Context: an optimization exercise on an open-source flow, tuned for small area and a short achievable clock period. The choices shown serve that exercise and are no tape-out recipe. Where RTL was checked, it was by simulation tests only, not by an equivalence proof against the original. Function not checked in runs 2 to 5: the RTL went through the layout flow alone. Power is estimated from default activity; no workload was simulated.

==> design.v <==
module SPI (clk,rst_n,MOSI,MISO,SS_n,rx_data,rx_valid,tx_data,tx_valid);
parameter IDLE=3'b000;
parameter CHK_CMD=3'b001;
parameter WRITE=3'b010;
parameter READ_ADDRESS=3'b011;
parameter READ_DATA=3'b100;
input MOSI,SS_n,clk,rst_n;
 output reg rx_valid;
output reg [9:0] rx_data;
input [7:0] tx_data;
input tx_valid;
reg  rd_address_first;
output reg MISO;
reg[3:0] count_1;
reg [3:0]count_2;
reg [3:0] count_3;
(* fsm_encoding = "gray" *)
reg [2:0] ns,cs;
always@(*)
begin
ns = cs;
case (cs)
    IDLE:begin
        if(!SS_n)
        ns=CHK_CMD;
        else
        ns= IDLE;
    end
    CHK_CMD:begin
        if(SS_n==0)
        begin
        if(MOSI==0)
        ns=WRITE;
        else
        if(rd_address_first==0)
        begin
        ns=READ_ADDRESS;
        end
        else
        begin
        ns=READ_DATA;
        end
        end
        else
        ns= IDLE;
    end
    WRITE:begin
        if(SS_n)
        ns= IDLE;
        else
        begin
        if(count_1 <10)
        ns= WRITE;
        end
    end
    READ_ADDRESS:begin
        if(SS_n)
        ns=IDLE;
        else
        begin
            if(count_2 < 10)
            ns=READ_ADDRESS;
    end 
    end
    READ_DATA: begin
         if(SS_n)
        ns=IDLE;
        else
        begin
            if(count_3 < 8)
            ns=READ_DATA;
    end 
    end
    default: ns= IDLE;
endcase    
end
always@(posedge clk,negedge rst_n)
begin
  if(!rst_n)
   cs<=IDLE; 
else
cs<= ns;
end
always@(posedge clk,negedge rst_n)
begin
if(!rst_n)
begin
  rx_data<=0;
  rx_valid<=0;
  count_1<=0;
   count_2<=0;
  rd_address_first<=0;
  count_3<=0;
MISO<=0;
end
else
case(cs)
IDLE:begin
  rx_valid<=0;
  count_1<=0;
 count_2<=0;
  count_3<=0;  
end
CHK_CMD:begin
    rx_valid<=0;
    count_1<=0;
   count_2<=0;
    count_3<=0;
end
WRITE: begin
    if(count_1<10)
    begin
        rx_data<={rx_data[8:0],MOSI};
        count_1<=count_1+1;
    end
        else
        rx_valid<=1;
    end
READ_ADDRESS: begin
 rd_address_first<=1;
    if(count_2<10)
    begin
        rx_data<={rx_data[8:0],MOSI };
       count_2<=count_2+1;
    end
        else
        rx_valid<=1;
    end
    READ_DATA: begin
    rd_address_first<=0;
    if(count_2<10)
    begin
        rx_data<={rx_data[8:0],MOSI };
       count_2<=count_2+1;
    end
        else
        begin
        rx_valid<=1;
        if(count_3 < 8 )
        begin
            if(tx_valid==1)
            begin
            MISO <= tx_data[7-count_3];
            count_3<=count_3+1;
            end
        end
        end    
    end
    default:begin
  rx_valid<=0;
  count_1<=0;
 count_2<=0;
  count_3<=7;  
end 
    endcase
end
endmodule
module RAM_pr2(clk,rst_n,din,rx_valid,dout,tx_valid);
parameter MEM_DEPTH = 256;
parameter ADDR_SIZE = 8;
input [9:0] din;
input rx_valid,clk,rst_n;
output reg[7:0] dout;
output reg tx_valid;
reg [ADDR_SIZE-1:0] wr_address;
reg [ADDR_SIZE-1:0] mem_1 [MEM_DEPTH-1:0];
always @(posedge clk,negedge rst_n) begin
    if(!rst_n)
    begin
    dout<=0;
    tx_valid<=0;
    end
    else
    begin
    if(rx_valid==1)
    begin
    case (din[9:8])
    2'b00: begin
      tx_valid<=0;  
    end
    2'b01: begin
        tx_valid<=0;
    end
    2'b10:begin
         tx_valid<=0;
    end
    2'b11: begin
        dout<= mem_1[wr_address];
        tx_valid<=1;
    end
    endcase
    end
end
end 
always @(posedge clk) begin
    if(rst_n && rx_valid==1)
    begin
    case (din[9:8])
    2'b00: wr_address<= din[7:0];
    2'b01: mem_1[wr_address]<= din[7:0];
    2'b10: wr_address<= din[7:0];
    default: ;
    endcase
    end
end
endmodule
module Master(SS_n,MOSI,MISO,clk,rst_n);
input MOSI,SS_n,clk,rst_n;
 output MISO;
 wire rx_valid;
wire [9:0] rx_data;
wire [7:0] tx_data;
wire tx_valid;
 SPI   s1 (clk,rst_n,MOSI,MISO,SS_n,rx_data,rx_valid,tx_data,tx_valid);
RAM_pr2  R1(clk,rst_n,rx_data,rx_valid,tx_data,tx_valid);
endmodule
==> run.sh <==
#!/bin/bash
# synth_recipe.tcl (not shown) runs the flow's synth.tcl, then flattens the netlist and writes it again
# the make line also repeats each setting of config.mk as NAME=value (left out here)
make -C /OpenROAD-flow-scripts/flow DESIGN_CONFIG=/design/flow/config.mk WORK_HOME=/design/flow/orfs CLKGATE_MAP_FILE= SYNTH_SCRIPT=/design/flow/synth_recipe.tcl finish
==> config.mk <==
export PLATFORM = sky130hd
export DESIGN_NAME = Master
export DESIGN_NICKNAME = Master
export VERILOG_FILES = /design/flow/design.v
export SDC_FILE = /design/flow/constraint.sdc
export NUM_CORES = 4
export LEC_CHECK = 0
export CAP_MARGIN = 20
export CORE_MARGIN = 2
export CORE_UTILIZATION = 35
export PLACE_DENSITY = 0.6
export SETUP_SLACK_MARGIN = 0.2
export SLEW_MARGIN = 20
==> constraint.sdc <==
create_clock -name core_clock -period 3.7 [get_ports {clk}]
set_input_delay 0.7400 -clock core_clock [delete_from_list [all_inputs] [get_ports {clk}]]
set_output_delay 0.7400 -clock core_clock [all_outputs]
set_load 0.01 [all_outputs]
==> results of run 1 <==
[worst register-to-register path, cell delays in order (launching register included)]
cell and delay [ns]:
edfxtp_1 0.46, buf_12 0.23, buf_4 0.24, nor2_2 0.66, a22o_1 0.26, nor4_1 0.05
a2111oi_1 0.72, o21ai_0 0.37, a31oi_1 0.28, o22ai_1 0.13
[cell families (layout without fill, tap and decap cells)]
kind of cell	after synthesis	in the layout	share of synthesized area (%)
multiplexers	664	664	15.2
flip-flops	2093	2093	76.5
AO/OA/AOI/OAI	349	349	3.04
buffers and inverters	248	922	1.80
adder cells (fa/ha/maj)	3	3	0.0458
other	0	3	0
AND/OR/NAND/NOR	649	649	3.42
XOR/XNOR	3	3	0.0321
[timing repair]
action                                 4_1_cts  5_1_grt
resized for setup                            2        4
gates cloned                                 0        1
hold buffers                                 0        0
setup endpoints to repair                    2        2
pin swaps                                    0        0
endpoints found under the hold margin        0        0
buffers inserted                             0        2
[report_power, final]
part / leakage, nW / switching [mW] / internal [mW]
clock: 3.29 / 9.14 / 11.9
sequential: 19.1 / 1.05 / 29.3
combinational: 8.46 / 5.67 / 2.45
[state kept, by name (all words and copies together), names as in the netlist]
register,count
R1.mem_1,2048
s1.rx_data,10
R1.dout,8
R1.wr_address,8
s1.count_1,4
s1.count_2,4
s1.count_3,4
s1.cs,3
R1.tx_valid,1
s1.MISO,1
s1.rd_address_first,1
s1.rx_valid,1
[cell usage after synthesis, types with 5 or more instances]
| library cell | number | area share [%] |
|---|---|---|
| nor2b_1 | 21 | 0.16 |
| buf_1 | 13 | 0.060 |
| nand4_1 | 23 | 0.18 |
| a32oi_1 | 27 | 0.29 |
| nor4_1 | 5 | 0.038 |
| o21ai_0 | 36 | 0.22 |
| nor3_1 | 21 | 0.13 |
| mux2_2 | 41 | 0.56 |
| a22oi_1 | 68 | 0.62 |
| o211ai_1 | 5 | 0.046 |
| a22o_1 | 7 | 0.075 |
| and3_1 | 7 | 0.053 |
| nand2b_1 | 10 | 0.076 |
| o221ai_1 | 13 | 0.14 |
| mux4_1 | 6 | 0.19 |
| o22ai_1 | 36 | 0.27 |
| mux2i_1 | 166 | 2.0 |
| edfxtp_1 | 2056 | 75 |
| or4_1 | 7 | 0.064 |
| nor2_1 | 321 | 1.5 |
| o32ai_1 | 6 | 0.064 |
| dfrtp_1 | 37 | 1.1 |
| a21oi_1 | 54 | 0.33 |
| mux4_2 | 451 | 12 |
| clkbuf_1 | 85 | 0.39 |
| buf_2 | 63 | 0.38 |
| a2111oi_0 | 7 | 0.075 |
| buf_4 | 47 | 0.43 |
| a221oi_1 | 21 | 0.22 |
| nor3b_1 | 5 | 0.046 |
| buf_6 | 31 | 0.43 |
| a31oi_1 | 10 | 0.076 |
| nand2_1 | 163 | 0.75 |
| nand3_1 | 47 | 0.29 |
| a211oi_1 | 20 | 0.18 |
[path summary, 6_finish.rpt]
path                                            start  slack [ns]  cells after the start                        end
setup / recovery           R1.wr_address[3]$_DFFE_PP_        0.20                      9     R1.dout[0]$_DFFE_PN0P_
setup reg to reg           R1.wr_address[3]$_DFFE_PP_        0.20                      9     R1.dout[0]$_DFFE_PN0P_
hold / removal                                  rst_n        0.12                      2  s1.rx_data[1]$_DFFE_PN0P_
min in group core_clock       R1.tx_valid$_DFFE_PN0P_        0.49                      1    R1.tx_valid$_DFFE_PN0P_
max in group asynchronous                       rst_n        3.10                      2  s1.rx_data[3]$_DFFE_PN0P_
hold reg to reg               R1.tx_valid$_DFFE_PN0P_        0.49                      1    R1.tx_valid$_DFFE_PN0P_
[routing by layer]
metal  routed length [um]  share of wire, %  vias up
met4                 6440               2.9        0
li1                     -                 -    17600
met2               105000                47     2025
met5                    0                 0        -
met1                92100                41    23100
met3                20000               8.9      334
[metrics by stage]
| stage | hold WS (ns) | setup slack (ns) | instance area [um^2] | total power [mW] | util [%] |
|---|---|---|---|---|---|
| detailed placement | 0.473 | 0.141 | 89100 | 39.1 | 38.3 |
| global route | 0.113 | 0.248 | 95900 | 61.3 | 41.2 |
| finish | 0.119 | 0.201 | 95900 | 59.5 | 41.2 |
| CTS | 0.0917 | 0.233 | 95900 | 59.9 | 41.2 |
| global placement | 0.471 | 0.137 | 89100 | 38.8 | 38.3 |
| floorplan | 0.444 | 0.817 | 81900 | 35.2 | - |
[area by class of cell]
type | instances | area (um^2)
Fill cell | 20400 | 137000
Sequential cell | 2093 | 62700
Multi-Input combinational cell | 1668 | 17900
Clock buffer | 264 | 5490
Timing Repair Buffer | 526 | 4610
Tap cell | 3132 | 3920
Clock inverter | 127 | 1310
Inverter | 5 | 25.0
Antenna cell | 3 | 7.51
==> results.json, run 1 <==
{
  "status": "timing/DRC/antenna clean",
  "avgSynthCellArea_um2": 20.4,
  "grt_pass1_vias": 42400,
  "criticalPathCategory": "flip-flop to flip-flop",
  "syn_to_final_growth_pct": 17.1,
  "syn_area_um2": 81900,
  "path_delay_family": "compound AO/OA/AOI/OAI gates",
  "overflow": 0,
  "rows": 177,
  "clkTransAtPathRegs_ns": 0.07,
  "synthCells": 4009,
  "cp_slowest_cell": "a2111oi_1",
  "grt.met3_usage_pct": 3.42,
  "vias": 43000,
  "synth_edf_count": 2056,
  "root_buffer": "clkbuf_16",
  "ys_ff_latch": 2093,
  "io_buffers": 4,
  "final_common_cell": "edfxtp_1",
  "p_per_area_nw_per_um2": 621,
  "fin_nets": 4511,
  "rsz0062_at_grt": "no",
  "cts_buffers": 210,
  "detail_route.wl_per_cell_um": 28.6,
  "p_leak_nw": 30.9,
  "drt-initial-drc-count": 5506,
  "dp.cells": 7421,
  "tns_ns": 0,
  "cp-start-kind": "flip-flop",
  "drive_gt1_share_pct": 28.4,
  "htreeDepth": 4,
  "max_slew_margin_pct": 30.7,
  "grt_max_degree": 119,
  "hold_path_class": "input pin to asynchronous set/reset pin",
  "antenna_found_initial": 10,
  "hold_viol_final": 0,
  "die_area_um2": 238000,
  "finalCritPeriodShare_pct": 94.6,
  "grt_pass1_wl_um": 318000,
  "use_met1_pct": 26.4,
  "stdcell_count": 7818,
  "top_usage_layer": "met2",
  "synth_cell_types": 73,
  "synth_ff_type": "edfxtp_1",
  "clk_latency_ns": 0.87,
  "path_cells": "buf_12, buf_4, nor2_2, a22o_1, nor4_1, a2111oi_1, o21ai_0, a31oi_1, o22ai_1",
  "fin_crit_ns": 3.50,
  "cpPeakStageDelay_ns": 0.72,
  "finalMaxSlewViolations": 0,
  "pin_count": 5,
  "drt_pass1_iterations": 5,
  "path_buf_inv": 2,
  "grtUsageMet2_pct": 29.4,
  "drv_cap": 0,
  "max_freq_ghz": 0.286,
  "fp.coreArea_um2": 233000,
  "irDropWorstVdd_mv": 0.561,
  "syn-num-nets": 4016,
  "totalWireLength_um": 224000,
  "cp_max_fo": 21,
  "cts_buffer_depth": 3,
  "place_congestion": 0.877,
  "die_h_um": 488,
  "cp.required_ns": 4.44,
  "track_usage_pct": 18.6,
  "ant_nets": 0,
  "setup_viol": 0,
  "tightest_slew_ns": 1.04,
  "dpl.hpwl_um": 143000,
  "start_util_pct": 35.2,
  "synthArstFlopShare_pct": 1.77,
  "yosysWarnings": 2,
  "yosysSeqAreaShare_pct": 76.5,
  "worstPathArrival_ns": 4.24,
  "cp-end-kind": "flip-flop",
  "drt-vias-per-instance": 5.51,
  "fp.dieW_um": 488,
  "cts_tree": "built",
  "most-common-layout-cells": "2056 x edfxtp_1, 469 x buf_4, 451 x mux4_2",
  "clock-sinks": 2093,
  "drc_errors": 0,
  "clock-skew-final_ns": 0.0673
}
==> inputs of run 2 (changes only) <==
--- a/design.v
+++ b/design.v
@@ -156,53 +156,61 @@
 end
 endmodule
 module RAM_pr2(clk,rst_n,din,rx_valid,dout,tx_valid);
-parameter MEM_DEPTH = 256;
-parameter ADDR_SIZE = 8;
 input [9:0] din;
 input rx_valid,clk,rst_n;
-output reg[7:0] dout;
+output [7:0] dout;
 output reg tx_valid;
-reg [ADDR_SIZE-1:0] wr_address;
-reg [ADDR_SIZE-1:0] mem_1 [MEM_DEPTH-1:0];
+reg [7:0] wr_address;
+reg [7:0] cw;
+reg valid;
+reg [2:0] ph;
+reg match_r;
+reg [7:0] rd_r;
+reg rd_ok;
+reg [2047:0] st;
+wire ld_addr = rx_valid & ~din[8];
+wire wr = rx_valid & ~din[9] & din[8];
+wire [2:0] off_nx = ld_addr ? din[2:0] : wr_address[2:0];
+assign dout = cw;
 always @(posedge clk,negedge rst_n) begin
     if(!rst_n)
-    begin
-    dout<=0;
-    tx_valid<=0;
-    end
-    else
-    begin
-    if(rx_valid==1)
-    begin
-    case (din[9:8])
-    2'b00: begin
-      tx_valid<=0;  
-    end
-    2'b01: begin
         tx_valid<=0;
-    end
-    2'b10:begin
-         tx_valid<=0;
-    end
-    2'b11: begin
-        dout<= mem_1[wr_address];
-        tx_valid<=1;
-    end
-    endcase
-    end
-end
-end 
+    else if(rx_valid)
+        tx_valid<=din[9]&din[8];
+end
 always @(posedge clk) begin
-    if(rst_n && rx_valid==1)
-    begin
-    case (din[9:8])
-    2'b00: wr_address<= din[7:0];
-    2'b01: mem_1[wr_address]<= din[7:0];
-    2'b10: wr_address<= din[7:0];
-    default: ;
-    endcase
-    end
-end
+    ph <= ph + 3'd1;
+    match_r <= (ph + 3'd1) == off_nx;
+    if(ld_addr)
+        wr_address <= din[7:0];
+end
+always @(posedge clk) begin
+    rd_r <= st[{wr_address[7:3],6'd56} +: 8];
+    rd_ok <= match_r & ~ld_addr;
+end
+always @(posedge clk) begin
+    if(wr) begin
+        cw <= din[7:0];
+        valid <= 1'b1;
+    end else if(ld_addr)
+        valid <= 1'b0;
+    else if(rd_ok && !valid) begin
+        cw <= rd_r;
+        valid <= 1'b1;
+    end
+end
+genvar l, i;
+generate
+for (l = 0; l < 32; l = l + 1) begin : g_loop
+    wire sel = match_r & valid & (wr_address[7:3] == l);
+    always @(posedge clk)
+        st[l*64 +: 8] <= sel ? cw : st[l*64+56 +: 8];
+    for (i = 1; i < 8; i = i + 1) begin : g_word
+        always @(posedge clk)
+            st[l*64+i*8 +: 8] <= st[l*64+(i-1)*8 +: 8];
+    end
+end
+endgenerate
 endmodule
 module Master(SS_n,MOSI,MISO,clk,rst_n);
 input MOSI,SS_n,clk,rst_n;
--- a/config.mk
+++ b/config.mk
@@ -8,6 +8,8 @@
 export CAP_MARGIN = 20
 export CORE_MARGIN = 2
 export CORE_UTILIZATION = 35
+export CTS_CLUSTER_DIAMETER = 100
+export CTS_CLUSTER_SIZE = 30
 export PLACE_DENSITY = 0.6
 export SETUP_SLACK_MARGIN = 0.2
 export SLEW_MARGIN = 20
==> run 2 against run 1 <==
First-iteration DRC count shrank 81%. Maximum frequency increased by 21%. Sequential share of layout area grew 14 points. Cell count fell by 40%. Clock skew shrank 0.018 ns. Hold slack improved by 0.18 ns. Non-clock buffer count down 499. Worst setup slack better by 0.62 ns. Die area shrank 40%. Critical path type unchanged. Largest power group unchanged.
==> results.json, run 2 <==
{
  "status": "timing/DRC/antenna clean",
  "clock-skew-final_ns": 0.0496,
  "rsz0062_at_grt": "no",
  "cp-start-kind": "flip-flop",
  "largest_register_ff_count": 2048,
  "worstPathArrival_ns": 3.43,
  "cp_max_fo": 22,
  "hold_path_class": "flip-flop to flip-flop",
  "cp-end-kind": "flip-flop",
  "vias": 18500,
  "fin_crit_ns": 2.88,
  "tightest_slew_ns": 1.04,
  "largest-register": "R1.st",
  "antenna_found_initial": 2,
  "fin_nets": 2835,
  "syn_to_final_growth_pct": 9.28,
  "finalInstanceArea_um2": 53400,
  "fp.dieW_um": 378,
  "p_leak_nw": 20.9,
  "multiInputGateArea_um2": 6050,
  "setup_viol": 0,
  "total_power_mw": 36.2,
  "synth_top_cell_by_area": "dfxtp_1",
  "cpPeakStageDelay_ns": 1.05,
  "tns_ns": 0,
  "reg_top3": "R1.st x2048, s1.rx_data x10",
  "path_cells": "nand3_1, nor2_2, mux2_2",
  "drt-initial-drc-count": 1038,
  "totalWireLength_um": 75100,
  "pin_count": 5,
  "synthCells": 2778,
  "drive_gt1_share_pct": 16.2,
  "max_freq_ghz": 0.347,
  "hold_viol_final": 0,
  "yosysWarnings": 2,
  "finalMaxSlewViolations": 0,
  "cts_buffers": 81,
  "fp.coreArea_um2": 139000,
  "final_common_cell": "dfxtp_1",
  "synth.most_common_cell": "dfxtp_1",
  "nFillCells": 12700,
  "drt-vias-per-instance": 3.93,
  "p_sw_mw": 7.79,
  "max_slew_margin_pct": 30.4,
  "grt_max_degree": 36,
  "die_h_um": 378,
  "cp.required_ns": 4.25,
  "cts_buffer_depth": 3,
  "track_usage_pct": 10.6,
  "dpl.hpwl_um": 46600,
  "synth_cell_types": 47,
  "netlist.area_leader.share_pct": 84.5,
  "p_per_area_nw_per_um2": 678,
  "p_clk_share_pct": 28.9,
  "finalCritPeriodShare_pct": 77.9,
  "p_int_mw": 28.4,
  "cts_repair_resize_count": 0,
  "place_congestion": 0.755,
  "start_util_pct": 35.1,
  "synth_area_leaders": "dfxtp_1 85%, mux2_2 6.3%, mux4_2 1.8%",
  "clock-sinks": 2107,
  "switching_share_pct": 21.5,
  "most-common-layout-cells": "2062 x dfxtp_1, 275 x mux2_2, 83 x clkbuf_16",
  "clk_latency_ns": 0.70,
  "ys_ff_latch": 2107,
  "ant_nets": 0,
  "yosysSeqAreaShare_pct": 87.0,
  "seq_power_share_pct": 66.8,
  "grt_pass1_vias": 18000,
  "cts_setup_buffers": 0,
  "drv_cap": 0,
  "grt_pass1_wl_um": 112000,
  "criticalPathCategory": "flip-flop to flip-flop",
  "drt_pass1_iterations": 4,
  "cp_slowest_cell": "edfxtp_1",
  "syn_area_um2": 48800,
  "fin_ws_ns": 0.816,
  "path_delay_family": "simple AND/OR/NAND/NOR gates",
  "synth_ff_type": "dfxtp_1",
  "syn-num-nets": 2786,
  "path_buf_inv": 0,
  "cts_tree": "built",
  "io_buffers": 4,
  "placedInstanceArea_um2": 51100,
  "p_comb_share_pct": 4.3,
  "synthArstFlopShare_pct": 1.38,
  "avgSynthCellArea_um2": 17.6,
  "hold_ws_ns": 0.298,
  "irDropWorstVdd_mv": 0.387,
  "drc_errors": 0,
  "htreeDepth": 3,
  "dp_slack_ns": 0.870,
  "synth_edf_count": 16,
  "overflow": 0,
  "detail_route.wl_per_cell_um": 15.9,
  "root_buffer": "clkbuf_16",
  "cts_hold_buf": 0,
  "die_area_um2": 143000,
  "seqCellArea_um2": 42500,
  "synth_common_cells": "2062 x dfxtp_1, 275 x mux2_2, 70 x mux2i_1",
  "rows": 137,
  "clkTransAtPathRegs_ns": 0.11
}
## run 2: worst paths after layout
path | start | endpoint | slack [ns] | cells past startpoint
max | R1.wr_address[7]$_DFFE_PN_ | R1.st[1410]$_DFF_P_ | 0.82 | 3
min reg2reg | R1.st[878]$_DFF_P_ | R1.st[886]$_DFF_P_ | 0.30 | 0
min in group asynchronous | rst_n | s1.rx_data[4]$_DFFE_PN0P_ | 0.43 | 2
min | R1.st[878]$_DFF_P_ | R1.st[886]$_DFF_P_ | 0.30 | 0
max in group asynchronous | rst_n | s1.count_1[0]$_DFFE_PN0P_ | 2.91 | 2
max reg2reg | R1.wr_address[7]$_DFFE_PN_ | R1.st[1410]$_DFF_P_ | 0.82 | 3
## run 2: layout make-up
class,count,share of cell area (%)
Timing Repair Buffer,27,0.399
Tap cell,1876,4.40
Inverter,7,0.0492
Clock inverter,9,0.258
Multi-Input combinational cell,603,11.3
Sequential cell,2107,79.6
Antenna cell,1,0.00469
Clock buffer,92,3.95
## run 2: worst reg2reg max path: stages, from the launching register on
cell and delay (ns):
edfxtp_1 1.05, nand3_1 0.55, nor2_2 0.71, mux2_2 0.43
## run 2: power groups by stage
stage | sequential, mW | combinational, mW | clock (mW)
after floorplan | 24.4 | 1.07 | 0
after global placement | 24.7 | 1.53 | 0
after detailed placement | 24.7 | 1.55 | 0
after CTS | 24.2 | 1.56 | 10.9
after global routing | 24.3 | 1.64 | 11.6
final | 24.2 | 1.54 | 10.5
## run 2: per-layer routing
metal,GRT usage [%],wire [um],vias up
met1,15.5,39000,9084
met3,2.03,2440,118
met2,15.5,31300,197
li1,-,-,9141
met4,3.49,2300,0
met5,0,0,-
## run 2: kinds of logic (layout without fill, tap and decap cells)
| family | Yosys count | count (layout) | synth area share, % |
|---|---|---|---|
| AO/OA/AOI/OAI | 93 | 93 | 1.24 |
| XOR/XNOR | 7 | 7 | 0.126 |
| flip-flops | 2107 | 2107 | 87.0 |
| multiplexers | 387 | 387 | 9.67 |
| buffers and inverters | 68 | 135 | 0.623 |
| AND/OR/NAND/NOR | 112 | 112 | 1.25 |
| adder cells (fa/ha/maj) | 4 | 4 | 0.102 |
| other | 0 | 1 | 0 |
## run 2: through the flow
stage               cells  util [%]
finish               4722      38.4
global route         4721      38.4
CTS                  4721      38.4
detailed placement   4620      36.8
global placement     4620      36.8
floorplan            2778         -
==> inputs of run 3 (changes only) <==
--- a/config.mk
+++ b/config.mk
@@ -11,5 +11,5 @@
 export CTS_CLUSTER_DIAMETER = 100
 export CTS_CLUSTER_SIZE = 30
 export PLACE_DENSITY = 0.6
-export SETUP_SLACK_MARGIN = 0.2
+export SETUP_SLACK_MARGIN = 2.0
 export SLEW_MARGIN = 20
==> run 3 against run 2 <==
Clock skew fell by 0.0040 ns. Still clean on timing, DRC and antenna. Cell count is 2.5% higher. Combinational power increased by 72%. Synthesized cell count stayed put. Register-to-register slack better by 0.71 ns. Core utilization up 2.1 points. Sequential power is essentially flat. Hold slack improved by 0.018 ns. Die area stayed put. Count of clock-buffer cells in the layout grew 1.
==> results.json, run 3 <==
{
  "syn_area_um2": 48800,
  "finalCritPeriodShare_pct": 58.7,
  "avgSynthCellArea_um2": 17.6,
  "drt_pass1_iterations": 4,
  "track_usage_pct": 10.9,
  "synth_area_leaders": "dfxtp_1 85%, mux2_2 6.3%, mux4_2 1.8%",
  "drive_gt1_share_pct": 22.3,
  "die_h_um": 378,
  "synth_cell_types": 47,
  "clock-skew-final_ns": 0.0456,
  "max_freq_ghz": 0.461,
  "die_area_um2": 143000,
  "hold_path_depth": 0,
  "ant_nets": 0,
  "p_leak_nw": 22.0,
  "p_per_area_nw_per_um2": 660,
  "cp-end-kind": "flip-flop",
  "pin_count": 5,
  "detail_route.wl_per_cell_um": 16.3,
  "clk_latency_ns": 0.68,
  "synth.most_common_cell": "dfxtp_1",
  "cts_buffer_depth": 3,
  "status": "timing/DRC/antenna clean",
  "hold_viol_final": 0,
  "drv_cap": 0,
  "grt_max_degree": 33,
  "grt_pass1_vias": 18300,
  "root_buffer": "clkbuf_16",
  "most-common-layout-cells": "2061 x dfxtp_1, 161 x mux2_4, 116 x mux2_2",
  "synth_top_cell_by_area": "dfxtp_1",
  "start_util_pct": 35.1,
  "rows": 137,
  "drt-vias-per-instance": 3.95,
  "fin_util_pct": 40.5,
  "dpl.hpwl_um": 45900,
  "largest_register_ff_count": 2048,
  "synth_common_cells": "2062 x dfxtp_1, 275 x mux2_2, 70 x mux2i_1",
  "rsz0062_at_grt": "yes",
  "synthArstFlopShare_pct": 1.38,
  "drc_errors": 0,
  "cp_max_fo": 8,
  "cp-start-kind": "flip-flop",
  "cts_buffers": 80,
  "grt_pass1_wl_um": 116000,
  "io_buffers": 4,
  "tns_ns": 0,
  "fp.coreArea_um2": 139000,
  "largest-register": "R1.st",
  "syn_to_final_growth_pct": 15.2,
  "fp.dieW_um": 378,
  "hold_path_class": "flip-flop to flip-flop",
  "insertedDiodeCount": 0,
  "final_common_cell": "dfxtp_1",
  "tightest_slew_ns": 0.652,
  "totalWireLength_um": 79000,
  "setup_viol": 0,
  "htreeDepth": 3,
  "cp.required_ns": 4.25,
  "reg_top3": "R1.st x2048, s1.rx_data x10",
  "irDropWorstVdd_mv": 0.398,
  "antenna_found_initial": 0,
  "place_congestion": 0.727,
  "criticalPathCategory": "flip-flop to flip-flop",
  "synthCells": 2778,
  "synth_ff_type": "dfxtp_1",
  "yosysWarnings": 2,
  "ys_ff_latch": 2107,
  "worstPathArrival_ns": 2.72,
  "netlist.area_leader.share_pct": 84.5,
  "vias": 19100,
  "cts_tree": "built",
  "syn-num-nets": 2786,
  "clock-sinks": 2107,
  "clkTransAtPathRegs_ns": 0.11,
  "reg2reg_depth": 6,
  "synth_edf_count": 16,
  "finalMaxSlewViolations": 0,
  "drt-initial-drc-count": 891,
  "max_slew_margin_pct": 56.5,
  "yosysSeqAreaShare_pct": 87.0,
  "fin_crit_ns": 2.17,
  "overflow": 0,
  "fin_nets": 2956
}
==> run 3: changes by cell type in the layout (fill, tap and decap cells not counted), sizes merged, moves of 2 or more <==
cell / change
buf: +118
bufbuf: +2
clkbuf: +3
clkinv: -4
inv: -2
==> run 3: worst max-delay path, cell delays in order, from the launching register on <==
cell and delay [ns]:
edfxtp_1 0.54, buf_12 0.20, or3b_4 0.40, nor3b_4 0.22, buf_12 0.16, nand3_4 0.17, mux2_4 0.34
==> run 3: final timing paths <==
path | startpoint | to | slack, ns
max in group asynchronous | rst_n | s1.count_2[2]$_DFFE_PN0P_ | 2.89
min | R1.st[1589]$_DFF_P_ | R1.st[1597]$_DFF_P_ | 0.32
min reg2reg | R1.st[1589]$_DFF_P_ | R1.st[1597]$_DFF_P_ | 0.32
max reg2reg | R1.wr_address[5]$_DFFE_PN_ | R1.st[196]$_DFF_P_ | 1.53
min in group asynchronous | rst_n | s1.cs[0]$_DFFE_PN0P_ | 0.46
max | R1.wr_address[5]$_DFFE_PN_ | R1.st[196]$_DFF_P_ | 1.53
==> run 3: timing repair <==
item | 4_1_cts | 5_1_grt
hold endpoints to repair | 0 | 0
setup buffers | 76 | 35
gates resized for setup | 182 | 142
pin swaps | 30 | 33
hold buffers | 0 | 0
cloned | 6 | 3
setup endpoints to repair | 288 | 293
==> run 3: cell families (layout without fill, tap and decap cells) <==
group                      after synthesis  in the layout  synth area share [%]
xor gates and xnor gates                 7              7                 0.126
adders and majority gates                4              4                 0.102
AOI/OAI and AO/OA                       93             93                  1.24
muxes                                  387            387                  9.67
buffers and inverters                   68            252                 0.623
and+or+nand+nor                        112            113                  1.25
DFF                                   2107           2107                  87.0
==> run 3: area by class of cell <==
type	count	area, um^2
fill	12400	82800
sequential	2107	42500
multi-input combinational	604	7320
tap	1876	2350
clock buffer	93	2110
timing repair buffer	148	1880
clock inverter	4	56.3
inverter	7	37.5
==> run 3: power breakdown <==
part / total (mW) / switching, mW / internal [mW]
sequential: 24.1 / 0.427 / 23.7
clock: 10.4 / 6.23 / 4.12
combinational: 2.65 / 1.43 / 1.21
==> run 3: per-stage QoR <==
step / hold WS (ns) / instance area (um^2) / setup WS (ns) / std cells / power, mW
5_1_grt: 0.315 / 56300 / 1.47 / 4839 / 38.5
4_1_cts: 0.319 / 55300 / 1.55 / 4801 / 37.1
3_5_place_dp: 0.312 / 51400 / 0.669 / 4622 / 26.3
3_3_place_gp: 0.309 / 51400 / 0.668 / 4620 / 26.3
2_1_floorplan: 0.310 / 49100 / 1.85 / 2778 / 25.6
6_report: 0.316 / 56300 / 1.53 / 4839 / 37.1
==> run 3: layer usage <==
layer / track usage (%) / part of all wire [%] / vias up
met5: 0 / 0 / -
met4: 4.02 / 3.3 / 0
met3: 2.11 / 3.3 / 139
met2: 15.5 / 41 / 245
met1: 16.3 / 52 / 9322
li1: - / - / 9394
==> inputs of run 4 (changes only) <==
--- a/config.mk
+++ b/config.mk
@@ -11,5 +11,5 @@
 export CTS_CLUSTER_DIAMETER = 100
 export CTS_CLUSTER_SIZE = 30
 export PLACE_DENSITY = 0.6
-export SETUP_SLACK_MARGIN = 2.0
+export SETUP_SLACK_MARGIN = 1.5
 export SLEW_MARGIN = 20
==> run 4 against run 3 <==
Still clean on timing, DRC and antenna. Critical path depth increased by 1. Routed wire length shrank 3.4%. Global-route usage is 0.20 points lower. Register-to-register slack got worse by 0.08 ns. Via count is 1.8% lower. Worst setup slack worse by 0.079 ns. Clock skew grew 0.0025 ns. Maximum frequency is 3.5% lower. Combinational power shrank 29%. Area after synthesis unchanged. Die area stayed put. Total power fell by 1.6%. Critical path type unchanged. Largest cell class unchanged. Largest power group unchanged. Highest routed layer unchanged.
==> results.json, run 4 <==
{
  "yosysSeqAreaShare_pct": 87.0,
  "htreeDepth": 3,
  "largest_register_ff_count": 2048,
  "synth_area_leaders": "dfxtp_1 85%, mux2_2 6.3%, mux4_2 1.8%",
  "place_congestion": 0.755,
  "drc_errors": 0,
  "reg2reg_from": "R1.wr_address[5]$_DFFE_PN_",
  "cts_tree": "built",
  "status": "timing/DRC/antenna clean",
  "avgSynthCellArea_um2": 17.6,
  "holdPathEnd": "R1.st[988]$_DFF_P_",
  "fin_crit_ns": 2.25,
  "antenna_found_initial": 2,
  "cts_hold_buf": 0,
  "most-common-layout-cells": "2060 x dfxtp_1, 274 x mux2_2, 84 x clkbuf_16",
  "fin_nets": 2873,
  "worstPathArrival_ns": 2.81,
  "clock-sinks": 2107,
  "min_from": "R1.st[980]$_DFF_P_",
  "p_leak_nw": 21.2,
  "cp-end-kind": "flip-flop",
  "dpl.hpwl_um": 46600,
  "clock-skew-final_ns": 0.0482,
  "clkTransAtPathRegs_ns": 0.11,
  "tightest_slew_ns": 0.868,
  "drt-vias-per-instance": 3.94,
  "reg2reg_depth": 7,
  "syn_area_um2": 48800,
  "ant_nets": 0,
  "synth.most_common_cell": "dfxtp_1",
  "hold_viol_final": 0,
  "criticalPathCategory": "flip-flop to flip-flop",
  "io_buffers": 4,
  "syn_to_final_growth_pct": 10.9,
  "root_buffer": "clkbuf_16",
  "rrSetupSlack_ns": 1.45,
  "fin_ws_ns": 1.45,
  "finalCritPeriodShare_pct": 60.8,
  "synth_top_cell_by_area": "dfxtp_1",
  "cp-start-kind": "flip-flop",
  "synth_ff_type": "dfxtp_1",
  "worstReg2RegEnd": "R1.st[196]$_DFF_P_",
  "fp.dieW_um": 378,
  "synth_edf_count": 16,
  "netlist.area_leader.share_pct": 84.5,
  "yosysWarnings": 2,
  "detail_route.wl_per_cell_um": 16.0,
  "clk_latency_ns": 0.70,
  "rows": 137,
  "hold_ws_ns": 0.299,
  "drt_pass1_iterations": 5,
  "fin_util_pct": 39.0,
  "finalMaxSlewViolations": 0,
  "syn-num-nets": 2786,
  "synth_common_cells": "2062 x dfxtp_1, 275 x mux2_2, 70 x mux2i_1",
  "irDropWorstVdd_mv": 0.376,
  "cts_buffers": 81,
  "setup_viol": 0,
  "drt-initial-drc-count": 1027,
  "reg_top3": "R1.st x2048, s1.rx_data x10",
  "synthArstFlopShare_pct": 1.38,
  "p_per_area_nw_per_um2": 674,
  "cp_max_fo": 8,
  "drive_gt1_share_pct": 18.7,
  "vias": 18800,
  "grt_max_degree": 36,
  "track_usage_pct": 10.7,
  "largest-register": "R1.st",
  "cts_buffer_depth": 3,
  "synthCells": 2778,
  "hold_path_depth": 0,
  "synth_cell_types": 47,
  "max_slew_margin_pct": 42.1,
  "dp_slack_ns": 0.870,
  "overflow": 0,
  "rsz0062_at_grt": "yes",
  "ys_ff_latch": 2107,
  "start_util_pct": 35.1,
  "totalWireLength_um": 76300,
  "grt_pass1_vias": 18300,
  "hold_path_class": "flip-flop to flip-flop",
  "final_common_cell": "dfxtp_1",
  "cp.required_ns": 4.26,
  "drv_cap": 0,
  "max_freq_ghz": 0.444,
  "die_h_um": 378,
  "pin_count": 5,
  "die_area_um2": 143000,
  "grt_pass1_wl_um": 114000,
  "tns_ns": 0,
  "fp.coreArea_um2": 139000
}
[run 4: layer usage]
layer,GRT usage (%),routed length [um],part of all wire (%)
met5,0,0,0
met4,3.55,2310,3.0
met3,2.08,2480,3.2
met2,15.8,32100,42
met1,15.6,39500,52
[run 4: logic make-up after synthesis]
logic type	count (synthesis)	share of synthesized area (%)
simple gates	112	1.25
mux	387	9.67
compound gates	93	1.24
flops	2107	87.0
buf+inv	68	0.623
xor+xnor	7	0.126
fa+ha+maj	4	0.102
[run 4: report_power, final]
part / total (mW) / switching (mW) / internal, mW / leakage, nW
Sequential: 24.2 / 0.470 / 23.7 / 17.2
Clock: 10.5 / 6.33 / 4.17 / 1.10
Combinational: 1.88 / 1.14 / 0.738 / 2.92
[run 4: cell type report]
| class | instances | area [um^2] |
|---|---|---|
| clock buffer | 92 | 2110 |
| tap | 1876 | 2350 |
| antenna | 1 | 2.50 |
| clock inverter | 9 | 138 |
| sequential | 2107 | 42500 |
| fill | 12600 | 84800 |
| multi-input combinational | 603 | 6360 |
| inverter | 7 | 26.3 |
| timing repair buffer | 65 | 703 |
[run 4: worst max-delay path, cell delays in order, from the launching register on]
cell and delay, ns:
edfxtp_1 0.45, buf_6 0.17, buf_12 0.15, or3b_4 0.41, nor3b_4 0.22, buf_12 0.17, nand3_4 0.17, mux2_4 0.36
[run 4: through the flow]
stage          total power, mW  std cells  cell area [um^2]
4_1_cts                   36.9       4752             54000
3_5_place_dp              26.3       4620             51100
6_report                  36.5       4760             54200
5_1_grt                   37.9       4760             54200
3_3_place_gp              26.2       4620             51100
2_1_floorplan             25.5       2778             48800
[run 4: how the worst max path moves through the flow]
stage	start	endpoint
floorplan	R1.wr_address[4]$_DFFE_PN_	R1.rd_r[2]$_DFF_P_
global placement	R1.wr_address[4]$_DFFE_PN_	R1.rd_r[3]$_DFF_P_
detailed placement	R1.wr_address[7]$_DFFE_PN_	R1.st[1410]$_DFF_P_
CTS	R1.wr_address[5]$_DFFE_PN_	R1.st[1797]$_DFF_P_
global route	R1.wr_address[5]$_DFFE_PN_	R1.st[196]$_DFF_P_
finish	R1.wr_address[5]$_DFFE_PN_	R1.st[196]$_DFF_P_
[run 4: what timing repair did]
action,CTS,global route
cloned,1,1
buffers inserted,30,6
setup endpoints to repair,265,137
pin swaps,9,4
endpoints found under the hold margin,0,0
resized for setup,74,21
==> inputs of run 5 (changes only) <==
--- a/config.mk
+++ b/config.mk
@@ -8,8 +8,8 @@
 export CAP_MARGIN = 20
 export CORE_MARGIN = 2
 export CORE_UTILIZATION = 35
-export CTS_CLUSTER_DIAMETER = 100
-export CTS_CLUSTER_SIZE = 30
+export CTS_CLUSTER_DIAMETER = 50
+export CTS_CLUSTER_SIZE = 40
 export PLACE_DENSITY = 0.6
-export SETUP_SLACK_MARGIN = 1.5
+export SETUP_SLACK_MARGIN = 0.2
 export SLEW_MARGIN = 20
==> run 5 against run 4 <==
Still clean on timing, DRC and antenna. Via count increased by 1.0%. First-iteration DRC count decreased by 6.7%. Worst setup slack got worse by 0.62 ns. Total power increased by 11%. Die area unchanged. Core utilization increased by 0.94 points. Area after synthesis unchanged. Register-to-register slack got worse by 0.62 ns. Clock skew decreased by 0.011 ns. Synthesized cell count unchanged. Count of clock-buffer cells in the layout increased by 34. Critical path type unchanged. Largest cell class unchanged.
==> results.json, run 5 <==
{
  "rows": 137,
  "reg2reg_from": "R1.wr_address[7]$_DFFE_PN_",
  "syn_to_final_growth_pct": 13.6,
  "track_usage_pct": 10.8,
  "fin_nets": 2871,
  "drt-initial-drc-count": 958,
  "ant_nets": 0,
  "cts_buffers": 117,
  "reg2reg_depth": 3,
  "grt_pass1_wl_um": 115000,
  "io_buffers": 4,
  "htreeDepth": 3,
  "overflow": 0,
  "syn-num-nets": 2786,
  "worstPathArrival_ns": 3.48,
  "synthCells": 2778,
  "hold_viol_final": 0,
  "cts_tree": "built",
  "netlist.area_leader.share_pct": 84.5,
  "worstReg2RegEnd": "R1.st[1410]$_DFF_P_",
  "yosysWarnings": 2,
  "vias": 18900,
  "path_cells": "nand3_1, nor2_2, mux2_2",
  "cts_hold_buf": 0,
  "totalWireLength_um": 76400,
  "final_common_cell": "dfxtp_1",
  "irDropWorstVdd_mv": 0.509,
  "start_util_pct": 35.1,
  "drc_errors": 0,
  "syn_area_um2": 48800,
  "rrSetupSlack_ns": 0.83,
  "status": "timing/DRC/antenna clean",
  "cts_buffer_depth": 3,
  "synth_top_cell_by_area": "dfxtp_1",
  "hold_path_depth": 0,
  "largest-register": "R1.st",
  "synth_area_leaders": "dfxtp_1 85%, mux2_2 6.3%, mux4_2 1.8%",
  "setup_viol": 0,
  "path_buf_inv": 0,
  "tns_ns": 0,
  "cp-start-kind": "flip-flop",
  "fp.dieW_um": 378,
  "synthArstFlopShare_pct": 1.38,
  "drt-vias-per-instance": 3.91,
  "cts_setup_buffers": 0,
  "path_delay_family": "simple AND/OR/NAND/NOR gates",
  "clkTransAtPathRegs_ns": 0.09,
  "die_h_um": 378,
  "max_freq_ghz": 0.348,
  "hold_path_class": "flip-flop to flip-flop",
  "drt_pass1_iterations": 5,
  "grt_max_degree": 36,
  "place_congestion": 0.755,
  "finalCritPeriodShare_pct": 77.6,
  "synth.most_common_cell": "dfxtp_1",
  "dp_slack_ns": 0.870,
  "fp.coreArea_um2": 139000,
  "grt_pass1_vias": 18600,
  "reg_top3": "R1.st x2048, s1.rx_data x10",
  "pin_count": 5,
  "total_power_mw": 40.7,
  "cp_max_fo": 22,
  "p_leak_nw": 21.9,
  "max_slew_margin_pct": 29.8,
  "yosysSeqAreaShare_pct": 87.0,
  "tightest_slew_ns": 1.05,
  "holdPathEnd": "R1.st[955]$_DFF_P_",
  "die_area_um2": 143000,
  "avgSynthCellArea_um2": 17.6,
  "cp_slowest_cell": "edfxtp_1",
  "drv_cap": 0,
  "synth_edf_count": 16,
  "clock-sinks": 2107,
  "dpl.hpwl_um": 46600,
  "finalMaxSlewViolations": 0,
  "fin_crit_ns": 2.87,
  "synth_ff_type": "dfxtp_1",
  "rsz0062_at_grt": "no",
  "cpPeakStageDelay_ns": 1.05,
  "drive_gt1_share_pct": 19.8,
  "detail_route.wl_per_cell_um": 15.8,
  "synth_cell_types": 47,
  "cp.required_ns": 4.31,
  "synth_common_cells": "2062 x dfxtp_1, 275 x mux2_2, 70 x mux2i_1",
  "clock-skew-final_ns": 0.0372,
  "ys_ff_latch": 2107,
  "most-common-layout-cells": "2062 x dfxtp_1, 275 x mux2_2, 117 x clkbuf_16",
  "largest_register_ff_count": 2048,
  "root_buffer": "clkbuf_16",
  "min_from": "R1.st[947]$_DFF_P_",
  "cp-end-kind": "flip-flop",
  "cts_repair_resize_count": 0,
  "criticalPathCategory": "flip-flop to flip-flop",
  "fin_ws_ns": 0.828,
  "clk_latency_ns": 0.74,
  "antenna_found_initial": 2,
  "p_per_area_nw_per_um2": 733
}
## run 5: cell counts after synthesis
Identical to the previous run, type by type.
## run 5: worst max path at each step
stage,from,end,cells after the start
detailed placement,R1.wr_address[7]$_DFFE_PN_,R1.st[1410]$_DFF_P_,3
floorplan,R1.wr_address[4]$_DFFE_PN_,R1.rd_r[2]$_DFF_P_,7
global route,R1.wr_address[7]$_DFFE_PN_,R1.st[1410]$_DFF_P_,3
global placement,R1.wr_address[4]$_DFFE_PN_,R1.rd_r[3]$_DFF_P_,6
finish,R1.wr_address[7]$_DFFE_PN_,R1.st[1410]$_DFF_P_,3
CTS,R1.wr_address[7]$_DFFE_PN_,R1.st[1410]$_DFF_P_,3
## run 5: cell type report
class | count | area [um^2]
diodes | 1 | 2.50
clock inverters | 96 | 1350
inverters | 7 | 26.3
flip-flops and latches | 2107 | 42500
repair buffers | 27 | 213
fillers | 12500 | 83500
clock buffers | 126 | 3010
multi-input cells | 603 | 6050
well taps | 1876 | 2350
## run 5: metrics by stage
stage / area [um^2] / cells / utilization [%] / hold WS, ns
finish: 55500 / 4843 / 39.9 / 0.303
global route: 55500 / 4842 / 39.9 / 0.304
CTS: 55500 / 4842 / 39.9 / 0.307
detailed placement: 51100 / 4620 / 36.8 / 0.312
global placement: 51100 / 4620 / 36.8 / 0.310
floorplan: 48800 / 2778 / - / 0.310
## run 5: kinds of logic after synthesis
family          after synthesis  share of synthesized area [%]
flops                      2107                           87.0
mux                         387                           9.67
simple gates                112                           1.25
compound gates               93                           1.24
buf+inv                      68                          0.623
xor+xnor                      7                          0.126
fa+ha+maj                     4                          0.102
## run 5: power by group
| part | switching, mW | internal, mW | leakage, nW |
|---|---|---|---|
| clock network | 8.03 | 6.90 | 2.09 |
| logic | 0.987 | 0.558 | 2.61 |
| registers | 0.506 | 23.7 | 17.2 |
## run 5: metal layers
metal  track usage, %  wire length, um  vias to the layer above
met1             15.7            39400                     9247
met3             1.97             2570                      128
met4             3.33             1900                        0
li1                 -                -                     9324
met2             16.1            32600                      248
met5                0                0                        -
==> inputs of run 6 (changes only) <==
--- a/design.v
+++ b/design.v
@@ -165,12 +165,10 @@
 reg valid;
 reg [2:0] ph;
 reg match_r;
-reg [7:0] rd_r;
-reg rd_ok;
 reg [2047:0] st;
 wire ld_addr = rx_valid & ~din[8];
 wire wr = rx_valid & ~din[9] & din[8];
-wire [2:0] off_nx = ld_addr ? din[2:0] : wr_address[2:0];
+wire [7:0] addr_nx = ld_addr ? din[7:0] : wr_address;
 assign dout = cw;
 always @(posedge clk,negedge rst_n) begin
     if(!rst_n)
@@ -180,22 +178,19 @@
 end
 always @(posedge clk) begin
     ph <= ph + 3'd1;
-    match_r <= (ph + 3'd1) == off_nx;
+    match_r <= (ph + 3'd1) == addr_nx[2:0];
     if(ld_addr)
         wr_address <= din[7:0];
 end
-always @(posedge clk) begin
-    rd_r <= st[{wr_address[7:3],6'd56} +: 8];
-    rd_ok <= match_r & ~ld_addr;
-end
+wire [7:0] rd = st[{wr_address[7:3],6'd56} +: 8];
 always @(posedge clk) begin
     if(wr) begin
         cw <= din[7:0];
         valid <= 1'b1;
     end else if(ld_addr)
         valid <= 1'b0;
-    else if(rd_ok && !valid) begin
-        cw <= rd_r;
+    else if(match_r && !valid) begin
+        cw <= rd;
         valid <= 1'b1;
     end
 end
--- a/config.mk
+++ b/config.mk
@@ -8,8 +8,6 @@
 export CAP_MARGIN = 20
 export CORE_MARGIN = 2
 export CORE_UTILIZATION = 35
-export CTS_CLUSTER_DIAMETER = 50
-export CTS_CLUSTER_SIZE = 40
 export PLACE_DENSITY = 0.6
 export SETUP_SLACK_MARGIN = 0.2
 export SLEW_MARGIN = 20
==> run 6 against run 5 <==
Synthesized cell count down 0.50%. Maximum frequency down 2.0%. Clock skew down 0.0082 ns. Cell area up 3.0%. Register-to-register slack worse by 0.06 ns. Area after synthesis down 0.60%. Via count up 2.2%. Total power up 9.5%. Sequential power about the same. Critical path type unchanged.
==> results.json, run 6 <==
{
  "status": "timing/DRC/antenna clean",
  "drive_gt1_share_pct": 21.7,
  "fin_nets": 2928,
  "cts_buffer_depth": 3,
  "die_area_um2": 142000,
  "synthCells": 2764,
  "grt_pass1_wl_um": 115000,
  "dp_slack_ns": 0.772,
  "rows": 136,
  "hold_path_class": "flip-flop to flip-flop",
  "cp.required_ns": 4.20,
  "cp-end-kind": "flip-flop",
  "drt-initial-drc-count": 1048,
  "p_leak_nw": 22.9,
  "rsz0062_at_grt": "no",
  "syn-num-nets": 2772,
  "finalMaxSlewViolations": 0,
  "p_per_area_nw_per_um2": 779,
  "syn_to_final_growth_pct": 17.7,
  "yosysWarnings": 2,
  "cts_repair_resize_count": 0,
  "placedInstanceArea_um2": 50700,
  "finalCritPeriodShare_pct": 79.2,
  "vias": 19400,
  "antenna_found_initial": 3,
  "stdcell_count": 4868,
  "fin_ws_ns": 0.770,
  "pin_count": 5,
  "irDropWorstVdd_mv": 0.479,
  "tightest_slew_ns": 0.979,
  "synth_edf_count": 13,
  "clock-sinks": 2098,
  "seqCellArea_um2": 42300,
  "hold_viol_final": 0,
  "hold_ws_ns": 0.304,
  "drt-vias-per-instance": 3.98,
  "synth.most_common_cell": "dfxtp_1",
  "synth_cell_types": 49,
  "drt_pass1_iterations": 5,
  "cts_buffers": 187,
  "syn_area_um2": 48500,
  "detail_route.wl_per_cell_um": 15.5,
  "setup_viol": 0,
  "cts_tree": "built",
  "worstPathArrival_ns": 3.43,
  "start_util_pct": 35.3,
  "reg_top3": "R1.st x2048, s1.rx_data x10",
  "drc_errors": 0,
  "place_congestion": 0.752,
  "largest-register": "R1.st",
  "dp.cells": 4525,
  "largest_register_ff_count": 2048,
  "clkTransAtPathRegs_ns": 0.06,
  "fp.dieW_um": 376,
  "cts_hold_buf": 0,
  "multiInputGateArea_um2": 5960,
  "die_h_um": 376,
  "fin_crit_ns": 2.93,
  "root_buffer": "clkbuf_16",
  "tns_ns": 0,
  "synth_common_cells": "2056 x dfxtp_1, 273 x mux2_2, 59 x mux2i_1",
  "dpl.hpwl_um": 44600,
  "clock-skew-final_ns": 0.0290,
  "criticalPathCategory": "flip-flop to flip-flop",
  "final_common_cell": "dfxtp_1",
  "totalWireLength_um": 75600,
  "ant_nets": 0,
  "grt_pass1_vias": 19300,
  "ys_ff_latch": 2098,
  "nFillCells": 12200,
  "synth_ff_type": "dfxtp_1",
  "io_buffers": 4,
  "overflow": 0,
  "max_freq_ghz": 0.341,
  "netlist.area_leader.share_pct": 84.8,
  "finalInstanceArea_um2": 57100,
  "yosysSeqAreaShare_pct": 87.1,
  "cts_setup_buffers": 0,
  "grt_max_degree": 45,
  "drv_cap": 0,
  "clk_latency_ns": 0.77,
  "synth_top_cell_by_area": "dfxtp_1",
  "max_slew_margin_pct": 34.7,
  "synth_area_leaders": "dfxtp_1 85%, mux2_2 6.3%, mux4_2 1.9%",
  "synthArstFlopShare_pct": 1.38,
  "cp-start-kind": "flip-flop",
  "fp.coreArea_um2": 137000,
  "avgSynthCellArea_um2": 17.6,
  "track_usage_pct": 10.8,
  "htreeDepth": 4,
  "cp_max_fo": 22,
  "most-common-layout-cells": "2056 x dfxtp_1, 273 x mux2_2, 190 x clkbuf_16"
}
[run 6: cell count changes in the layout (fill, tap and decap cells not counted), moves of 15 or more]
cell,before,now
clkbuf_16,117,190
clkbuf_8,5,48
clkbuf_1,4,39
clkinv_2,7,30
nor2_1,15,35
inv_6,19,4
[run 6: logic make-up (layout without fill, tap and decap cells)]
logic type,Yosys count,count (layout),share of synthesized area (%)
adder cells (fa/ha/maj),4,4,0.103
buffers and inverters,65,374,0.634
other,0,1,0
AO/OA/AOI/OAI,78,78,1.03
XOR/XNOR,6,6,0.108
flip-flops,2098,2098,87.1
multiplexers,378,378,9.59
AND/OR/NAND/NOR,135,135,1.44
[run 6: per-layer routing]
metal  routed length (um)  part of all wire (%)  track usage (%)
met1                38700                    51             15.4
met2                31400                    42             15.4
met3                 3080                   4.1             2.67
met4                 2440                   3.2             4.71
met5                    0                     0                0
[run 6: path summary, 6_finish.rpt]
kind	from	endpoint	slack (ns)	cells after the start
worst max-delay path	R1.wr_address[5]$_DFFE_PP_	R1.cw[0]$_DFFE_PP_	0.77	6
worst min-delay path	R1.st[1745]$_DFF_P_	R1.st[1753]$_DFF_P_	0.30	0
worst max register to register	R1.wr_address[5]$_DFFE_PP_	R1.cw[0]$_DFFE_PP_	0.77	6
worst min register to register	R1.st[1745]$_DFF_P_	R1.st[1753]$_DFF_P_	0.30	0
max in group asynchronous	rst_n	s1.rx_data[7]$_DFFE_PN0P_	3.01	2
min in group asynchronous	rst_n	s1.rx_data[0]$_DFFE_PN0P_	0.37	2
[run 6: cell type report]
class,count,area share [%]
timing repair buffer,26,0.403
antenna,1,0.00438
clock buffer,277,9.73
sequential,2098,74.0
inverter,6,0.0394
tap,1794,3.93
clock inverter,65,1.49
multi-input combinational,601,10.4
[run 6: metrics by stage]
step                      utilization (%)  power, mW
final                                41.6       44.5
after global routing                 41.6       46.1
after CTS                            41.6       45.0
after detailed placement             36.9       25.7
after global placement               36.9       25.7
after floorplan                         -       25.1
[run 6: power by group]
| group | internal, mW | leakage [nW] | switching [mW] |
|---|---|---|---|
| sequential | 23.5 | 17.1 | 0.395 |
| combinational | 0.474 | 2.65 | 0.811 |
| clock | 11.3 | 3.14 | 8.05 |
| total | 35.3 | 22.9 | 9.25 |
[run 6: worst max-delay path: stages, from the launching register on]
cell,delay [ns]
edfxtp_1,0.73
buf_12,0.29
mux4_2,0.57
mux2i_1,0.29
nor2_1,0.08
nor4_1,0.56
nor3_1,0.11
==> inputs of run 7 (changes only) <==
==> design.v (replaced) <==
module SPI (clk,rst_n,MOSI,MISO,SS_n,rx_data,rx_valid,tx_data,tx_valid);
input MOSI,SS_n,clk,rst_n;
output reg rx_valid;
output reg [9:0] rx_data;
input [7:0] tx_data;
input tx_valid;
output reg MISO;
reg chk, act, sh;
reg is_ra, is_rd;
reg rd_address_first;
reg [3:0] cnt;
reg [3:0] count_3;
wire send = act & is_rd & ~sh & tx_valid & ~count_3[3];
always @(posedge clk,negedge rst_n)
begin
    if(!rst_n) begin
        chk <= 1'b0;
        act <= 1'b0;
        sh <= 1'b0;
        rx_valid <= 1'b0;
        rd_address_first <= 1'b0;
        MISO <= 1'b0;
    end else begin
        chk <= ~SS_n & ~chk & ~act;
        act <= ~SS_n & (chk | act);
        sh <= ~SS_n & (chk | (sh & (cnt != 4'd9)));
        rx_valid <= act & ~sh;
        if(act & is_ra)
            rd_address_first <= 1'b1;
        else if(act & is_rd)
            rd_address_first <= 1'b0;
        if(send)
            MISO <= tx_data[~count_3[2:0]];
    end
end
always @(posedge clk)
begin
    if(chk) begin
        is_ra <= MOSI & ~rd_address_first;
        is_rd <= MOSI & rd_address_first;
    end
    if(!act)
        cnt <= 4'd0;
    else if(sh)
        cnt <= cnt + 4'd1;
    if(!act)
        count_3 <= 4'd0;
    else if(send)
        count_3 <= count_3 + 4'd1;
    if(sh)
        rx_data <= {rx_data[8:0],MOSI};
end
endmodule
module RAM_pr2(clk,rst_n,din,rx_valid,dout,tx_valid);
input [9:0] din;
input rx_valid,clk,rst_n;
output [7:0] dout;
output reg tx_valid;
reg [7:0] wr_address;
reg [7:0] cw;
reg valid;
reg [2:0] ph;
reg match_r;
reg [7:0] hi_oh;      
reg [3:0] lo_wb;      
reg [7:0] rd_r;
reg rd_ok;
reg [2047:0] st;
wire ld_addr = rx_valid & ~din[8];
wire wr = rx_valid & ~din[9] & din[8];
wire [7:0] addr_nx = ld_addr ? din[7:0] : wr_address;
wire match_nx = (ph + 3'd1) == addr_nx[2:0];
wire fetch = rd_ok & ~valid;
wire valid_nx = wr | (~ld_addr & (valid | fetch));
assign dout = cw;
always @(posedge clk,negedge rst_n) begin
    if(!rst_n)
        tx_valid<=0;
    else if(rx_valid)
        tx_valid<=din[9]&din[8];
end
integer k;
always @(posedge clk) begin
    ph <= ph + 3'd1;
    wr_address <= addr_nx;
    match_r <= match_nx;
    valid <= valid_nx;
    for (k = 0; k < 8; k = k + 1)
        hi_oh[k] <= addr_nx[7:5] == k;
    for (k = 0; k < 4; k = k + 1)
        lo_wb[k] <= (addr_nx[4:3] == k) & match_nx & valid_nx;
    if(wr)
        cw <= din[7:0];
    else if(fetch)
        cw <= rd_r;
end
reg [7:0] rd;
integer g;
always @(*) begin
    rd = 8'd0;
    for (g = 0; g < 8; g = g + 1)
        rd = rd | ({8{hi_oh[g]}} & st[{g[2:0],wr_address[4:3],6'd56} +: 8]);
end
always @(posedge clk) begin
    rd_r <= rd;
    rd_ok <= match_r & ~ld_addr;
end
genvar l, i;
generate
for (l = 0; l < 32; l = l + 1) begin : g_loop
    wire sel = hi_oh[l/4] & lo_wb[l%4];
    always @(posedge clk)
        st[l*64 +: 8] <= sel ? cw : st[l*64+56 +: 8];
    for (i = 1; i < 8; i = i + 1) begin : g_word
        always @(posedge clk)
            st[l*64+i*8 +: 8] <= st[l*64+(i-1)*8 +: 8];
    end
end
endgenerate
endmodule
module Master(SS_n,MOSI,MISO,clk,rst_n);
input MOSI,SS_n,clk,rst_n;
 output MISO;
 wire rx_valid;
wire [9:0] rx_data;
wire [7:0] tx_data;
wire tx_valid;
 SPI   s1 (clk,rst_n,MOSI,MISO,SS_n,rx_data,rx_valid,tx_data,tx_valid);
RAM_pr2  R1(clk,rst_n,rx_data,rx_valid,tx_data,tx_valid);
endmodule
--- a/config.mk
+++ b/config.mk
@@ -8,6 +8,8 @@
 export CAP_MARGIN = 20
 export CORE_MARGIN = 2
 export CORE_UTILIZATION = 35
+export CTS_CLUSTER_DIAMETER = 100
+export CTS_CLUSTER_SIZE = 30
 export PLACE_DENSITY = 0.6
-export SETUP_SLACK_MARGIN = 0.2
+export SETUP_SLACK_MARGIN = 2.3
 export SLEW_MARGIN = 20
==> run 7 against run 6 <==
Still clean on timing, DRC and antenna. Via count down 3.5%. Clock skew up 0.0091 ns. Sequential cell count is 19 higher. Total power shrank 15%. Die area shrank 0.21%. Non-clock buffer count increased by 48. Cell count shrank 3.9%. Core utilization decreased by 2.1 points. Hold slack better by 0.0071 ns. Critical path type is now flip-flop to primary output. Largest cell class unchanged. Highest routed layer unchanged.
==> results.json, run 7 <==
{
  "track_usage_pct": 10.9,
  "reg_top3": "R1.st x2048, s1.rx_data x10",
  "ys_ff_latch": 2117,
  "most-common-layout-cells": "2080 x dfxtp_1, 264 x mux2_2, 84 x mux2i_1",
  "nFillCells": 12400,
  "p_comb_share_pct": 5.8,
  "cts_buffer_depth": 3,
  "path_buf_inv": 1,
  "min_from": "R1.st[1308]$_DFF_P_",
  "setup_viol": 0,
  "clock-skew-final_ns": 0.0381,
  "rsz0062_at_grt": "yes",
  "cpPeakStageDelay_ns": 0.43,
  "irDropWorstVdd_mv": 0.341,
  "clkTransAtPathRegs_ns": 0.11,
  "placedInstanceArea_um2": 50600,
  "start_util_pct": 35.2,
  "final_common_cell": "dfxtp_1",
  "path_cells": "buf_2",
  "pin_count": 5,
  "tns_ns": 0,
  "insertedDiodeCount": 0,
  "finalInstanceArea_um2": 54300,
  "root_buffer": "clkbuf_16",
  "max_slew_margin_pct": 56.2,
  "detail_route.wl_per_cell_um": 16.5,
  "cp-end-kind": "primary output",
  "clk_latency_ns": 0.69,
  "vias": 18700,
  "grt_pass1_wl_um": 115000,
  "worstPathArrival_ns": 1.25,
  "cp-startpoint": "s1.MISO$_DFFE_PN0P_",
  "synth_cell_types": 35,
  "die_area_um2": 141000,
  "overflow": 0,
  "yosysWarnings": 2,
  "hold_ws_ns": 0.311,
  "fin_nets": 2875,
  "die_h_um": 376,
  "drt_pass1_iterations": 4,
  "tightest_slew_ns": 0.658,
  "grt_max_degree": 33,
  "fp.dieW_um": 376,
  "ant_nets": 0,
  "path_delay_family": "flip-flops",
  "hold_viol_final": 0,
  "fin_crit_ns": 1.99,
  "multiInputGateArea_um2": 6170,
  "largest_register_ff_count": 2048,
  "p_leak_nw": 21.4,
  "synth_area_leaders": "dfxtp_1 86%, mux2_2 6.1%, mux2i_1 2.2%",
  "synthCells": 2770,
  "seqCellArea_um2": 42700,
  "syn_area_um2": 48400,
  "rows": 136,
  "seq_power_share_pct": 66.7,
  "p_per_area_nw_per_um2": 701,
  "drive_gt1_share_pct": 19.6,
  "syn_to_final_growth_pct": 12.0,
  "finalMaxSlewViolations": 0,
  "criticalPathCategory": "flip-flop to primary output",
  "cp-start-kind": "flip-flop",
  "grt_pass1_vias": 18100,
  "syn-num-nets": 2778,
  "avgSynthCellArea_um2": 17.5,
  "synthArstFlopShare_pct": 0.331,
  "largest-register": "R1.st",
  "drt-initial-drc-count": 1070,
  "drt-vias-per-instance": 3.99,
  "cts_buffers": 81,
  "hold_path_class": "flip-flop to flip-flop",
  "io_buffers": 4,
  "finalCritPeriodShare_pct": 53.7,
  "cts_tree": "built",
  "p_clk_share_pct": 27.5,
  "p_sw_mw": 8.14,
  "synth.most_common_cell": "dfxtp_1",
  "cp_max_fo": 2,
  "synth_ff_type": "dfxtp_1",
  "reg2reg_from": "R1.wr_address[3]$_DFF_P_",
  "drc_errors": 0,
  "clock-sinks": 2117,
  "fp.coreArea_um2": 137000,
  "totalWireLength_um": 77200,
  "antenna_found_initial": 2,
  "yosysSeqAreaShare_pct": 88.0,
  "status": "timing/DRC/antenna clean",
  "netlist.area_leader.share_pct": 86.4,
  "drv_cap": 0,
  "synth_common_cells": "2090 x dfxtp_1, 264 x mux2_2, 107 x mux2i_1",
  "synth_top_cell_by_area": "dfxtp_1",
  "dpl.hpwl_um": 47000,
  "max_freq_ghz": 0.504,
  "p_int_mw": 29.9,
  "htreeDepth": 3,
  "cp_slowest_cell": "dfrtp_1",
  "synth_edf_count": 20,
  "switching_share_pct": 21.4,
  "cp.required_ns": 2.96,
  "place_congestion": 0.768
}
==> run 7: changes by cell type after synthesis, sizes merged, moves of 16 or more <==
cell	before	now
dfxtp	2056	2090
mux4	42	17
a21oi	18	2
dfrtp	29	7
nand2	26	54
o22ai	23	48
nor2	59	8
mux2i	59	108
==> run 7: worst paths after layout <==
| kind | end | slack (ns) | cells past startpoint |
|---|---|---|---|
| max | MISO | 1.71 | 1 |
| min | R1.st[1316]$_DFF_P_ | 0.31 | 0 |
| max reg2reg | R1.rd_r[2]$_DFF_P_ | 1.82 | 5 |
| min reg2reg | R1.st[1316]$_DFF_P_ | 0.31 | 0 |
| max in group asynchronous | s1.sh$_DFF_PN0_ | 3.01 | 1 |
| min in group asynchronous | R1.tx_valid$_DFFE_PN0P_ | 0.36 | 1 |
==> run 7: kinds of logic after synthesis <==
logic type	after synthesis	share of synthesized area, %
compound gates	64	0.863
xor+xnor	9	0.163
fa+ha+maj	4	0.103
buf+inv	74	0.620
flops	2117	88.0
mux	389	9.17
simple gates	113	1.11
==> run 7: final cells by class <==
cell class / count / share of cell area, %
Sequential cell: 2117 / 78.6
Multi-Input combinational cell: 580 / 11.4
Tap cell: 1794 / 4.14
Clock buffer: 90 / 3.84
Timing Repair Buffer: 74 / 1.73
Clock inverter: 9 / 0.221
Inverter: 13 / 0.0899
==> run 7: power by group through the flow <==
stage | registers [mW] | clock network (mW) | logic, mW
2_1_floorplan | 25.5 | 0 | 1.19
3_3_place_gp | 25.8 | 0 | 1.36
3_5_place_dp | 25.9 | 0 | 1.38
4_1_cts | 25.4 | 10.8 | 2.01
5_1_grt | 25.6 | 11.6 | 2.32
6_report | 25.4 | 10.4 | 2.22
==> run 7: layer usage <==
layer,track usage (%),up-vias,wire [um]
met3,2.18,129,2660
li1,-,9163,-
met2,16.3,226,32700
met5,0,-,0
met4,3.93,0,2680
met1,15.6,9151,39100
==> run 7: per-stage QoR <==
stage / power, mW / setup slack [ns] / cells / util, %
floorplan: 26.7 / 1.98 / 2770 / -
global route: 39.5 / 1.63 / 4677 / 39.5
global placement: 27.2 / 1.34 / 4519 / 36.8
CTS: 38.2 / 1.66 / 4656 / 39.2
detailed placement: 27.3 / 1.39 / 4519 / 36.8
finish: 38.0 / 1.71 / 4677 / 39.5
==> run 7: timing repair <==
action                     in CTS  in global routing
setup buffers                  30                 20
resized for setup             137                 45
hold endpoints to repair        0                  0
cloned                          8                  1
pin swaps                      25                 18
setup endpoints to repair     303                156
hold buffers                    0                  0

## static timing again, ports no longer ideal
The results above use ideal ports. As a check the final layouts listed here were re-extracted and re-timed, cells and wires unchanged. Step 1 sets driving cells, clkbuf_16 on the clock port and buf_2 on the other inputs (assumed; they add their load-dependent delay and slew). Step 2 also shifts input and output timing later by t, the mid clock arrival at the registers, as if the neighbouring blocks saw the same clock. a / b / c = no drivers / after step 1 / after step 2; a / b = the first two.
run	shift t [ns]	setup slack, ns	cell pins on the clock port's net
run 1	0.930	0.201 / 0.201 / 0.201	1
run 2	0.745	0.816 / 0.816 / 0.816	1
run 3	0.730	1.529 / 1.529 / 1.529	1
run 4	0.744	1.450 / 1.450 / 1.450	1
run 5	0.788	0.828 / 0.828 / 0.828	1
run 6	0.835	0.770 / 0.770 / 0.770	1
run 7	0.736	1.714 / 1.651 / 1.820	1
After both steps setup and hold are still met in every run listed.
